Source: an optimization exercise on an open RTL-to-GDS flow (aim: small area, a short achievable clock period and few clock cycles per item). Production flows keep margins and buffers that such runs may drop.
Where RTL was checked, it was by simulation tests only, not by an equivalence proof against the original.
Power and IR drop assume default switching activity.

Setup of rev 12:
Design dut, start of the top module:
module dut(
    clk    ,
    rst_n  ,
    addr   ,
    din    ,
    rw     ,
    enable ,
    dout   ,
    txd    ,
    tx_vld ,
    rxd    ,
    rx_vld
);
Size: roughly 4100 flip-flops.
==> module dut, before the edit <==
module dut(
    clk    ,
    rst_n  ,
    addr   ,
    din    ,
    rw     ,
    enable ,
    dout   ,
    txd    ,
    tx_vld ,
    rxd    ,
    rx_vld
);
input         clk    ;
input         rst_n  ;
input  [7:0 ] addr   ;
input  [31:0] din    ;
input         rw     ;
input         enable ;
output [31:0] dout   ;
input  [7:0 ] rxd    ;
input         rx_vld ;
output [7:0 ] txd    ;
output        tx_vld ;
function lt10;
    input [9:0] a;
    input [9:0] b;
    integer k;
    reg r;
    begin
        r = 1'b0;
        for (k = 0; k < 10; k = k + 1)
            r = (~a[k] & b[k]) | ((~a[k] | b[k]) & r);
        lt10 = r;
    end
endfunction
reg         pkt_en ;
reg  [8:0 ] min_pkt_size ;    
reg  [9:0 ] max_pkt_size ;
wire        write = ~rw & enable;
wire [9:0 ] d     = din[9:0];
always @(posedge clk or negedge rst_n) begin
    if (!rst_n) begin
        pkt_en       <= 1'b0;
        min_pkt_size <= 9'd64;
        max_pkt_size <= 10'd512;
    end
    else if (write) begin
        if (addr == 8'h0)
            pkt_en <= d[0];
        if ((addr == 8'h4) && (|d[9:6]) && lt10(d, max_pkt_size))
            min_pkt_size <= d[8:0];
        if ((addr == 8'h8) && (~d[9] | ~|d[8:0]) && lt10({1'b0, min_pkt_size}, d))
            max_pkt_size <= d;
    end
end
assign dout[31:10] = 22'h0;
wire [9:0] dz76, dz54, dz10, dt8, dt4;
genvar g;
generate
    for (g = 0; g < 10; g = g + 1) begin : g_dout
        g_nor2  u_z76 (.a(addr[7]), .b(addr[6]), .y(dz76[g]));
        g_nor2  u_z54 (.a(addr[5]), .b(addr[4]), .y(dz54[g]));
        g_nor2  u_z10 (.a(addr[1]), .b(addr[0]), .y(dz10[g]));
        g_and3b u_t8  (.an(addr[2]), .b(addr[3]), .c(max_pkt_size[g]), .y(dt8[g]));
        if (g == 0) begin : g_b0
            wire t4, t0;
            g_and3b u_t4 (.an(addr[3]), .b(addr[2]), .c(min_pkt_size[0]), .y(t4));
            g_nor3b u_t0 (.a(addr[3]), .b(addr[2]), .cn(pkt_en), .y(t0));
            g_o3111a u_y (.a1(dt8[0]), .a2(t4), .a3(t0), .b1(dz76[0]), .c1(dz54[0]), .d1(dz10[0]), .x(dout[0]));
        end
        else if (g < 9) begin : g_b
            g_and3b u_t4 (.an(addr[3]), .b(addr[2]), .c(min_pkt_size[g]), .y(dt4[g]));
            g_o2111a u_y (.a1(dt8[g]), .a2(dt4[g]), .b1(dz76[g]), .c1(dz54[g]), .d1(dz10[g]), .x(dout[g]));
        end
        else begin : g_b9
            g_and4 u_y (.a(dt8[9]), .b(dz76[9]), .c(dz54[9]), .d(dz10[9]), .x(dout[9]));
        end
    end
endgenerate
reg  [4087:0] line ;
always @(posedge clk)
    line <= {line[4079:0], rxd};
reg         rx_prev ;    
reg         second ;     
reg  [9:0 ] cnt ;        
reg         over ;       
reg         hdr_ok ;
reg         acc ;        
reg  [4:0 ] tap ;        
reg         pend ;
reg  [3:0 ] wait_cnt ;
reg         tx_on ;      
reg  [7:0 ] tx_byte ;
wire [9:0 ] cnt_inc   = cnt + 10'd1;
wire [9:0 ] cnt_rx    = rx_prev ? cnt_inc : 10'd1;
wire        over_rx   = rx_prev & (over | cnt[9]);
wire        frame_end = rx_prev & ~rx_vld;
wire        now       = frame_end & acc & (cnt[3:0] == 4'h0);
wire        start     = (frame_end & acc & (cnt[3:0] == 4'hf)) | (pend & (wait_cnt == 4'h1));
assign tx_vld = tx_on | now;
assign txd    = tx_on ? tx_byte : 8'h55;
always @(posedge clk or negedge rst_n) begin
    if (!rst_n) begin
        rx_prev <= 1'b0;
        pend    <= 1'b0;
        tx_on   <= 1'b0;
    end
    else begin
        rx_prev <= rx_vld;
        if (frame_end & acc & (cnt[3:0] != 4'h0) & (cnt[3:0] != 4'hf))
            pend <= 1'b1;
        else if (start)
            pend <= 1'b0;
        if (start | now)
            tx_on <= 1'b1;
        else if (cnt == 10'd1)
            tx_on <= 1'b0;
    end
end
always @(posedge clk) begin
    second <= rx_vld & ~rx_prev;
    if (rx_vld) begin
        tap  <= cnt[8:4];
        cnt  <= cnt_rx;
        over <= over_rx;
        acc  <= pkt_en & hdr_ok & ~over_rx & ~lt10(max_pkt_size, cnt_rx) &
                ~lt10(cnt_rx, {1'b0, min_pkt_size});
        if (second)
            hdr_ok <= (line[7:0] == 8'h55) & (rxd == 8'hd5);
    end
    else if (tx_vld)
        cnt <= cnt - 10'd1;
    if (frame_end)
        wait_cnt <= ~cnt[3:0];
    else
        wait_cnt <= wait_cnt - 4'd1;
end
reg  [7:0 ] tap_data ;
integer     i ;
always @(*) begin
    tap_data = 8'h0;
    for (i = 3; i < 32; i = i + 1)
        tap_data = tap_data | (line[(16*i+14)*8 +: 8] & {8{tap == i}});
end
always @(posedge clk)
    tx_byte <= tap_data;
endmodule
==> flow/config.mk <==
export PLATFORM = sky130hd
export DESIGN_NAME = dut
export DESIGN_NICKNAME = dut
export VERILOG_FILES = /design/flow/design.v
export SDC_FILE = /design/flow/constraint.sdc
export NUM_CORES = 8
export LEC_CHECK = 0
export CAP_MARGIN = 40
export CORE_MARGIN = 2
export CORE_UTILIZATION = 60
export CTS_BUF_LIST = sky130_fd_sc_hd__clkbuf_8
export CTS_CLUSTER_DIAMETER = 50
export CTS_CLUSTER_SIZE = 20
export PLACE_DENSITY = 0.7
export SETUP_SLACK_MARGIN = 5
export SLEW_MARGIN = 40
export SYNTH_HIERARCHICAL = 1
export SYNTH_MINIMUM_KEEP_SIZE = 0
==> flow/constraint.sdc <==
create_clock -name core_clock -period 9.0 [get_ports {clk}]
set_input_delay 1.8000 -clock core_clock [delete_from_list [all_inputs] [get_ports {clk}]]
set_output_delay 1.8000 -clock core_clock [all_outputs]
set_load 0.01 [all_outputs]
standard.sh (not shown) runs the stock make flow with config.mk's settings and CLKGATE_MAP_FILE= SYNTH_SCRIPT=/design/flow/synth_recipe.tcl, a recipe that flattens the netlist after the stock synthesis.
==> flow/flow/run.sh <==
#!/bin/bash
# The standard layout, with two changes to how ORFS is driven:
#  - clock tree synthesis without dummy loads, with clkbuf_8 clusters of <= 20 sinks
#  - port buffers start as buf_1 (the resizer sizes them up where timing needs it)
set -euo pipefail
export CTS_ARGS="-sink_clustering_enable -repair_clock_nets -buf_list sky130_fd_sc_hd__clkbuf_8 -sink_clustering_size 20 -sink_clustering_max_diameter 50 -dont_use_dummy_load"
export BUFFER_PORTS_ARGS="-buffer_cell sky130_fd_sc_hd__buf_1"
bash standard.sh > flow_make.log 2>&1
Inputs modified between rev 12 and rev 13:
--- a/flow/design.v
+++ b/flow/design.v
@@ -24,4 +24,6 @@
 output [7:0 ] txd    ;
 output        tx_vld ;
+reg  [7:0 ] txd  ;
+reg         tx_vld ;
 function lt10;
     input [9:0] a;
@@ -80,7 +82,7 @@
     end
 endgenerate
-reg  [4087:0] line ;
+reg  [4095:0] line ;
 always @(posedge clk)
-    line <= {line[4079:0], rxd};
+    line <= {line[4087:0], rxd};
 reg         rx_prev ;    
 reg         second ;     
@@ -88,34 +90,28 @@
 reg         over ;       
 reg         hdr_ok ;
-reg         acc ;        
 reg  [4:0 ] tap ;        
 reg         pend ;
 reg  [3:0 ] wait_cnt ;
-reg         tx_on ;      
-reg  [7:0 ] tx_byte ;
-wire [9:0 ] cnt_inc   = cnt + 10'd1;
-wire [9:0 ] cnt_rx    = rx_prev ? cnt_inc : 10'd1;
-wire        over_rx   = rx_prev & (over | cnt[9]);
 wire        frame_end = rx_prev & ~rx_vld;
-wire        now       = frame_end & acc & (cnt[3:0] == 4'h0);
-wire        start     = (frame_end & acc & (cnt[3:0] == 4'hf)) | (pend & (wait_cnt == 4'h1));
-assign tx_vld = tx_on | now;
-assign txd    = tx_on ? tx_byte : 8'h55;
+wire        accept    = pkt_en & hdr_ok & ~over & ~lt10(max_pkt_size, cnt) &
+                        ~lt10(cnt, {1'b0, min_pkt_size});
+wire        aligned   = (cnt[3:0] == 4'h0);
+wire        start     = (frame_end & accept & aligned) | (pend & (wait_cnt == 4'h0));
 always @(posedge clk or negedge rst_n) begin
     if (!rst_n) begin
         rx_prev <= 1'b0;
         pend    <= 1'b0;
-        tx_on   <= 1'b0;
+        tx_vld  <= 1'b0;
     end
     else begin
         rx_prev <= rx_vld;
-        if (frame_end & acc & (cnt[3:0] != 4'h0) & (cnt[3:0] != 4'hf))
+        if (frame_end & accept & ~aligned)
             pend <= 1'b1;
         else if (start)
             pend <= 1'b0;
-        if (start | now)
-            tx_on <= 1'b1;
+        if (start)
+            tx_vld <= 1'b1;
         else if (cnt == 10'd1)
-            tx_on <= 1'b0;
+            tx_vld <= 1'b0;
     end
 end
@@ -123,9 +119,13 @@
     second <= rx_vld & ~rx_prev;
     if (rx_vld) begin
-        tap  <= cnt[8:4];
-        cnt  <= cnt_rx;
-        over <= over_rx;
-        acc  <= pkt_en & hdr_ok & ~over_rx & ~lt10(max_pkt_size, cnt_rx) &
-                ~lt10(cnt_rx, {1'b0, min_pkt_size});
+        tap <= cnt[8:4];
+        if (!rx_prev) begin
+            cnt  <= 10'd1;
+            over <= 1'b0;
+        end
+        else begin
+            cnt  <= cnt + 10'd1;
+            over <= over | cnt[9];
+        end
         if (second)
             hdr_ok <= (line[7:0] == 8'h55) & (rxd == 8'hd5);
@@ -143,8 +143,8 @@
     tap_data = 8'h0;
     for (i = 3; i < 32; i = i + 1)
-        tap_data = tap_data | (line[(16*i+14)*8 +: 8] & {8{tap == i}});
+        tap_data = tap_data | (line[(16*i+15)*8 +: 8] & {8{tap == i}});
 end
 always @(posedge clk)
-    tx_byte <= tap_data;
+    txd <= tap_data;
 endmodule
 module g_nor2(a, b, y);
- Compared with rev 12, rev 13 shows global-route wire length before repair higher by 1700 µm.
- Lower distinct cell type count of the synthesized netlist among rev 13 and rev 12: rev 12
- Power attributed to combinational cells went up by more than a quarter going from rev 12 to rev 13.
- Side by side, design area turned out higher in rev 13 than in rev 12.
- Diff rev 12 -> rev 13 | met1 track demand over resource | decrease of 0.20 points
- Area growth from synthesis to layout down 0.28 points in rev 13 wrt rev 12
Testbench counts of rev 13, summed over its fixed seeds: cycles 100,898, frames 156.
Only the layout flow was run in rev 12; the RTL was not checked for function there.

[re-timing with driven ports]
No port has a modelled driver above. Below, the same layouts with a new extraction and two added sets of constraints. Step 1 sets driving cells, clkbuf_16 on the clock port and buf_2 on the other inputs (assumed; they add their load-dependent delay and slew). Step 2, shift: input delay + t, output delay - t, t = (earliest + latest rising clock arrival at the registers) / 2. This alone moves slack from input paths to output paths. a / b / c = no drivers / after step 1 / after step 2; a / b = the first two.
run	t, ns	setup slack, ns	worst setup path at the end
rev 12	0.988	4.679 / 4.457 / 4.457	input to output
rev 13	0.964	4.708 / 4.451 / 4.451	input to output
After both steps setup and hold are still met in every run listed. For rev 13, which loses most, drivers alone change the setup slack by -0.257 ns; drivers and shift together by -0.257 ns.
